This is an optimization exercise on Yosys and OpenROAD, whose aim is small area, not a production implementation.
Function was checked by simulation only, so behaviour that the tests miss may differ from the original.
No driver is modelled on the clock port, so clocking that relies on it looks cheaper here than on a real chip.
Power figures rest on the tool's default switching activity, not on a simulated workload.

## rev 12
// Lab2
module Lab2(clk, rst, button, light, dis, switch, levelLight, laserLight);
Size: ~60 I/O pins, about 2300 um2 of cells after synthesis.
clock: 5.0 ns
lec_check: 0
cap_margin: 20
core_margin: 2
core_utilization: 70
slew_margin: 20
standard.sh (not shown) runs the stock make flow with config.mk's settings and CLKGATE_MAP_FILE= SYNTH_SCRIPT=/design/flow/synth_recipe.tcl, a recipe that flattens the netlist after the stock synthesis.
==> flow/flow/run.sh <==
#!/bin/bash
set -euo pipefail
export BUFFER_PORTS_ARGS="-buffer_cell sky130_fd_sc_hd__buf_1"
export SKIP_REPAIR_TIE_FANOUT=1
# Clock tree built before CTS by flow/mantree.tcl (a root buffer driving
# three leaf buffers, each driving a group of nearby flip-flops); CTS then has no
# net left to buffer.
export CLK_NLEAF=3 CLK_LEAF_BUF=sky130_fd_sc_hd__clkbuf_8 CLK_ROOT_BUF=sky130_fd_sc_hd__clkbuf_1
export PRE_CTS_TCL="$PWD/flow/mantree.tcl"
export CTS_ARGS="-clk_nets clk"
R=orfs/results/${FLOW_PLATFORM:-sky130hd}/Lab2/base
bash standard.sh synth > std_synth.log 2>&1
cp $R/1_2_yosys.v std_1_2_yosys.v
LIB=$FLOW_HOME/platforms/sky130hd/lib/sky130_fd_sc_hd__tt_025C_1v80.lib
YOSYS=$(command -v yosys || echo /OpenROAD-flow-scripts/tools/install/yosys/bin/yosys)
nff=$(grep -c dfxtp std_1_2_yosys.v)
run_scr() {
  local scr=$1 n=$(basename $1 .scr)
  sed "s#@LIB@#$LIB#g; s#@IN@#std_1_2_yosys.v#; s#@SCR@#$scr#; s#@OUT@#resynth_$n.v#; s#@STAT@#resynth_stat_$n.log#" flow/resynth.ys > resynth_$n.ys
  $YOSYS -s resynth_$n.ys > resynth_$n.log 2>&1 || true
}
for scr in $(ls flow/abc_*.scr | grep -v deep); do run_scr $scr & done
wait
# The deepsyn scripts run for a fixed time each; run them side by side.
for scr in flow/abc_deep*.scr; do run_scr $scr & done
wait
best=""; barea=""
for scr in flow/abc_*.scr; do
  n=$(basename $scr .scr)
  if [ -f resynth_$n.v ] && [ "$(grep -c dfxtp resynth_$n.v)" = "$nff" ]; then
    a=$(grep "Chip area" resynth_stat_$n.log | awk '{print $NF}')
    echo "$n $a" >> resynth_areas.log
    if [ -z "$barea" ] || awk "BEGIN{exit !($a < $barea)}"; then best=$n; barea=$a; fi
  fi
done
echo "best $best $barea" >> resynth_areas.log
# One tie cell drives both the constant-1 and the constant-0 outputs.
python3 flow/onetie.py resynth_$best.v $R/1_2_yosys.v > onetie.log 2>&1 || cp resynth_$best.v $R/1_2_yosys.v
rm -f $R/1_synth.odb $R/1_synth.sdc
bash standard.sh finish > std_finish.log 2>&1
Other scripts of this flow, unchanged in this note and not shown: flow/flow/abc_amap1.scr, flow/flow/abc_dc2.scr, flow/flow/abc_dc2b.scr, flow/flow/abc_dch.scr, flow/flow/abc_deep1.scr, flow/flow/abc_deep2.scr, flow/flow/abc_deep3.scr, flow/flow/abc_deep4.scr, flow/flow/abc_dsdb.scr, flow/flow/abc_fraig.scr, flow/flow/abc_fraig2.scr, flow/flow/abc_gb.scr, flow/flow/abc_it2.scr, flow/flow/abc_it6.scr, flow/flow/abc_resub.scr, flow/flow/abc_rfz.scr, flow/flow/abc_rs2.scr, flow/flow/mantree.tcl, flow/flow/onetie.py, flow/flow/resynth.ys
Input-level comparison between rev 13 and rev 12:
--- a/flow/design.v
+++ b/flow/design.v
@@ -2,30 +2,30 @@
 	input clk, rst, switch;
 	input [1:0] button;
 	output levelLight;
 	output [1:0] laserLight;
 	output [41:0] dis;
 	output [9:0] light;
 	reg [1:0] cv;      
 	reg [5:0] dc;      
 	reg [6:0] bc;      
 	reg pl;            
+	reg bf_on;         
 	reg [1:0] lv;      
 	reg [1:0] hp;      
-	reg [1:0] bhh;     
 	reg [5:0] lo;
 	reg [2:0] hi;
 	reg [2:0] pos;     
 	reg [3:0] lc;      
 	reg [1:0] sh, nx;
-	wire [2:0] bh = {bhh, sh[1]};    
-	wire ctrl = lv[1] & lv[0];
+	wire [2:0] bh = {lv, sh[1]};     
+	wire ctrl = bf_on;
 	wire win = ctrl & bh[2] & bh[1] & bh[0];
 	wire lose = ~hp[1] & ~hp[0];
 	wire over = win | lose;
 	wire boss = ctrl & ~over;
 	wire run = switch & ~over;
 	wire lpos = sh[0];
 	wire gen = nx[0];
 	wire fire = nx[1];
 	wire bf = boss & fire;
 	wire l1 = lv[1], l0 = lv[0], r1 = sh[1], r0 = sh[0];
@@ -47,53 +47,54 @@
 	wire lwr = run & lo[5] & lo[4] & lo[0];
 	wire blw = ctrl & lwr;
 	wire bhw = blw & hi[2];
 	wire bev = bhw & ~pos[2] & ~pos[1] & ~pos[0];
 	wire las = run & ctrl & lo[5] & lo[4] & ~lo[0] & lc[3];
 	wire dmgev = (exitb & dmg1) | (las & ~gen & dmgb);
 	wire idle = ~dc[5] & ~dc[4] & ~dc[3];
 	wire up = ~button[1] & ~c3;
 	wire dn = ~button[0] & ~c0;
 	wire mv = run & idle & (up | dn);
-	wire [2:0] bhn = bh - {2'b0, bev | (bh == 3'd0)};
+	wire [2:0] bhn = bh - {2'b0, bev | (ctrl & (bh == 3'd0))};
 	wire [7:0] bcs = {1'b0, bc} + {7'd0, run};
 	always @(posedge clk) begin
 		if (rst) begin
-			cv <= 0; dc <= 0; bc <= 7'd28; pl <= 0; lv <= 0; hp <= 3; bhh <= 2'b11;
+			cv <= 0; dc <= 0; bc <= 7'd28; pl <= 0; lv <= 0; bf_on <= 0; hp <= 3;
 			lo <= 0; hi <= 0; pos <= 0; lc <= 0; sh <= 0; nx <= 0;
 		end else begin
 			if (mv) cv <= dn ? cv - 2'd1 : cv + 2'd1;
 			dc <= (dc + {5'd0, run & ~idle}) | {2'b0, mv, mv, mv, 1'b0};
 			bc <= bcs[7] ? 7'd28 : bcs[6:0];
 			pl <= pl ^ bcs[7];
 			lo <= (step | lwr) ? 6'd0 : lo + {5'd0, run};
 			hi <= (step | bhw) ? 3'd0 : hi + {2'd0, lwr};
 			if (exitb) pos <= 0;
 			else if (step | bhw) pos <= pos + 3'd1;
 			if (lup | (blw & lc[3])) lc <= 0;
 			else if (exitb | blw) lc <= lc + 4'd1;
-			lv <= lv + {1'b0, lup};
+			if (lup) lv <= lv + 2'd1;
+			else if (ctrl) lv <= bhn[2:1];
+			bf_on <= bf_on | trans;
 			if (exitb) begin
 				sh <= {nx[1] ^ ~lc[1], nx[0] ^ lc[0]};
 				nx <= c3 ? cv : cv + 2'd1;
 			end else if (trans) begin
 				sh <= 2'b00;
 				nx <= 2'b00;
 			end else begin
 				if (las) begin
 					nx <= {gen, ~gen};
 					sh[0] <= lpos ^ ~gen;
 				end
 				sh[1] <= bhn[0];
 			end
 			hp <= hp - {1'b0, dmgev};
-			bhh <= bhn[2:1];
 		end
 	end
 	wire [5:0] pg;
 	assign pg[0] = ~ctrl & ~pos[2] & ~pos[1] & pos[0];
 	assign pg[1] = ~ctrl & ~pos[2] & pos[1] & ~pos[0];
 	assign pg[2] = ~ctrl & ~pos[2] & pos[1] & pos[0];
 	assign pg[3] = ~ctrl & pos[2] & ~pos[1] & ~pos[0];
 	assign pg[4] = ~ctrl & pos[2] & ~pos[1] & pos[0];
 	assign pg[5] = ~ctrl & pos[2] & pos[1];
 	wire kb0 = ~b0, kb1 = ~b1, kb2 = ~b2, kb3 = ~b3;
### Flow results
- Synthesized cell count, rev 13 and rev 12, lower one = rev 13.
- Taking rev 12 as the reference, in rev 13 number of DRC markers in iteration 0 went up; cell area went down.
- The initial core utilization in rev 13 sits 0.15 points above the value recorded for rev 12.
- Cell area after technology mapping, rev 13 and rev 12: smaller value in rev 13
- Changes observed in rev 13 relative to rev 12: cell area power density fell about 8%; wire length rose 4.1%; measured slew at the worst slew-check pin fell 100 ps.
- Looking only at final critical path time including I/O delays and setup, and setting everything else aside, the higher value of rev 13 and rev 12 goes to rev 12.
- Against rev 12 as the reference, rev 13 delivers a lower via count.

* * *

10-08:
Lab2 again, from the RTL that the note above started with.
clock: 5.0 ns
lec_check: 0
cap_margin: 20
core_margin: 2
core_utilization: 70
slew_margin: 20
==> flow/flow/run.sh <==
#!/bin/bash
set -euo pipefail
export BUFFER_PORTS_ARGS="-buffer_cell sky130_fd_sc_hd__buf_1"
export SKIP_REPAIR_TIE_FANOUT=1
# Clock tree built before CTS by flow/mantree.tcl (a root buffer driving
# three leaf buffers, each driving a third of the flip-flops); CTS then has no
# net left to buffer.
export CLK_NLEAF=3 CLK_LEAF_BUF=sky130_fd_sc_hd__clkbuf_8 CLK_ROOT_BUF=sky130_fd_sc_hd__clkbuf_1
export PRE_CTS_TCL="$PWD/flow/mantree.tcl"
export CTS_ARGS="-clk_nets clk"
R=orfs/results/${FLOW_PLATFORM:-sky130hd}/Lab2/base
bash standard.sh synth > std_synth.log 2>&1
cp $R/1_2_yosys.v std_1_2_yosys.v
LIB=$FLOW_HOME/platforms/sky130hd/lib/sky130_fd_sc_hd__tt_025C_1v80.lib
YOSYS=$(command -v yosys || echo /OpenROAD-flow-scripts/tools/install/yosys/bin/yosys)
nff=$(grep -c dfxtp std_1_2_yosys.v)
best=""; barea=""
for scr in flow/abc_*.scr; do
  n=$(basename $scr .scr)
  sed "s#@LIB@#$LIB#g; s#@IN@#std_1_2_yosys.v#; s#@SCR@#$scr#; s#@OUT@#resynth_$n.v#; s#@STAT@#resynth_stat_$n.log#" flow/resynth.ys > resynth_$n.ys
  if $YOSYS -s resynth_$n.ys > resynth_$n.log 2>&1 && [ "$(grep -c dfxtp resynth_$n.v)" = "$nff" ]; then
    a=$(grep "Chip area" resynth_stat_$n.log | awk '{print $NF}')
    echo "$n $a" >> resynth_areas.log
    if [ -z "$barea" ] || awk "BEGIN{exit !($a < $barea)}"; then best=$n; barea=$a; fi
  fi
done
echo "best $best $barea" >> resynth_areas.log
cp resynth_$best.v $R/1_2_yosys.v
rm -f $R/1_synth.odb $R/1_synth.sdc
bash standard.sh finish > std_finish.log 2>&1
Other scripts of this flow, unchanged in this note and not shown: flow/flow/abc_amap1.scr, flow/flow/abc_dc2.scr, flow/flow/abc_dc2b.scr, flow/flow/abc_dch.scr, flow/flow/abc_dsdb.scr, flow/flow/abc_fraig.scr, flow/flow/abc_fraig2.scr, flow/flow/abc_gb.scr, flow/flow/abc_it2.scr, flow/flow/abc_it6.scr, flow/flow/abc_resub.scr, flow/flow/abc_rfz.scr, flow/flow/abc_rs2.scr, flow/flow/mantree.tcl, flow/flow/resynth.ys
The inputs of 08-04 differ from those of 10-08 as listed below.
-- flow/design.v --
<<< 10-08, line 12
	reg [1:0] lv;      
	reg [1:0] hp;      
	reg [1:0] bhh;     
	reg [5:0] lo;
	reg [2:0] hi;
>>> 08-04, line 12
	reg [1:0] lv;      
	reg [1:0] hp;      
	reg [2:0] bh;      
	reg [5:0] lo;
	reg [2:0] hi;
<<< 10-08, line 18
	reg [3:0] lc;      
	reg [1:0] sh, nx;
	wire [2:0] bh = {bhh, sh[1]};    
	wire ctrl = lv[1] & lv[0];
	wire win = ctrl & bh[2] & bh[1] & bh[0];
	wire lose = ~hp[1] & ~hp[0];
	wire over = win | lose;
	wire boss = ctrl & ~over;
>>> 08-04, line 18
	reg [3:0] lc;      
	reg [1:0] sh, nx;
	wire win = bh[2] & bh[1] & bh[0];
	wire lose = ~hp[1] & ~hp[0];
	wire ctrl = lv[1] & lv[0];
	wire over = win | lose;
	wire boss = ctrl & ~over;
<<< 10-08, line 55
	wire dn = ~button[0] & ~c0;
	wire mv = run & idle & (up | dn);
	wire [2:0] bhn = bh - {2'b0, bev | (bh == 3'd0)};
	wire [7:0] bcs = {1'b0, bc} + {7'd0, run};
	always @(posedge clk) begin
		if (rst) begin
			cv <= 0; dc <= 0; bc <= 7'd28; pl <= 0; lv <= 0; hp <= 3; bhh <= 2'b11;
			lo <= 0; hi <= 0; pos <= 0; lc <= 0; sh <= 0; nx <= 0;
		end else begin
>>> 08-04, line 54
	wire dn = ~button[0] & ~c0;
	wire mv = run & idle & (up | dn);
	wire [7:0] bcs = {1'b0, bc} + {7'd0, run};
	always @(posedge clk) begin
		if (rst) begin
			cv <= 0; dc <= 0; bc <= 7'd28; pl <= 0; lv <= 0; hp <= 3; bh <= 6;
			lo <= 0; hi <= 0; pos <= 0; lc <= 0; sh <= 0; nx <= 0;
		end else begin
<<< 10-08, line 77
				nx <= c3 ? cv : cv + 2'd1;
			end else if (trans) begin
				sh <= 2'b00;
				nx <= 2'b00;
			end else begin
				if (las) begin
					nx <= {gen, ~gen};
					sh[0] <= lpos ^ ~gen;
				end
				sh[1] <= bhn[0];
			end
			hp <= hp - {1'b0, dmgev};
			bhh <= bhn[2:1];
		end
	end
>>> 08-04, line 75
				nx <= c3 ? cv : cv + 2'd1;
			end else if (trans) begin
				sh[0] <= 1'b0;
				nx <= 2'b00;
			end else if (las) begin
				nx <= {gen, ~gen};
				sh[0] <= lpos ^ ~gen;
			end
			hp <= hp - {1'b0, dmgev};
			bh <= bh - {2'b0, bev | (bh == 3'd0)};
		end
	end
Findings:
Between 10-08 and 08-04, the multi-input logic area is lower for 10-08. From 08-04 to 10-08, total negative slack for setup checks did not move at all. The run with more routed wire is 10-08, not 08-04. On 08-04: largest net degree at the start of global routing is about 10% higher than what 10-08 gave. 08-04 reports a higher power than 10-08 does. 08-04 against 10-08; layout filler cell count is down by a few percent.

-- afterwards: timing with drivers on the ports --
How much do the figures lean on ideal ports? The routed layouts below were timed once more, with nothing changed but the port constraints. Step 1: set_driving_cell puts a clkbuf_16 on clk and a buf_2 on each other input, an assumption about the parent block. Step 2 moves the port delays by t, midway between the first and last clock arrival at a register: inputs arrive t later, outputs are due t later. That takes back most of the time a late clock gives input paths. a / b / c = ideal ports / drivers / drivers and shift; a / b = the first two.
| run | t (ns) | setup WS [ns] | hold WS [ns] | worst setup path after step 2 | worst slew at a driven data input, ns |
|---|---|---|---|---|---|
| rev 12 | 0.556 | 0.739 / 0.714 / 1.270 | 0.461 / 0.461 / 0.461 | register to output | 0.03 |
| rev 13 | 0.514 | 0.821 / 0.797 / 1.311 | 0.476 / 0.476 / 0.476 | register to output | 0.03 |
| 10-08 | 0.467 | 0.924 / 0.900 / 1.366 | 0.478 / 0.478 / 0.478 | register to output | 0.03 |
| 08-04 | 0.463 | 0.813 / 0.790 / 1.253 | 0.472 / 0.472 / 0.472 | register to output | 0.03 |
After both steps every run listed still meets setup and hold.
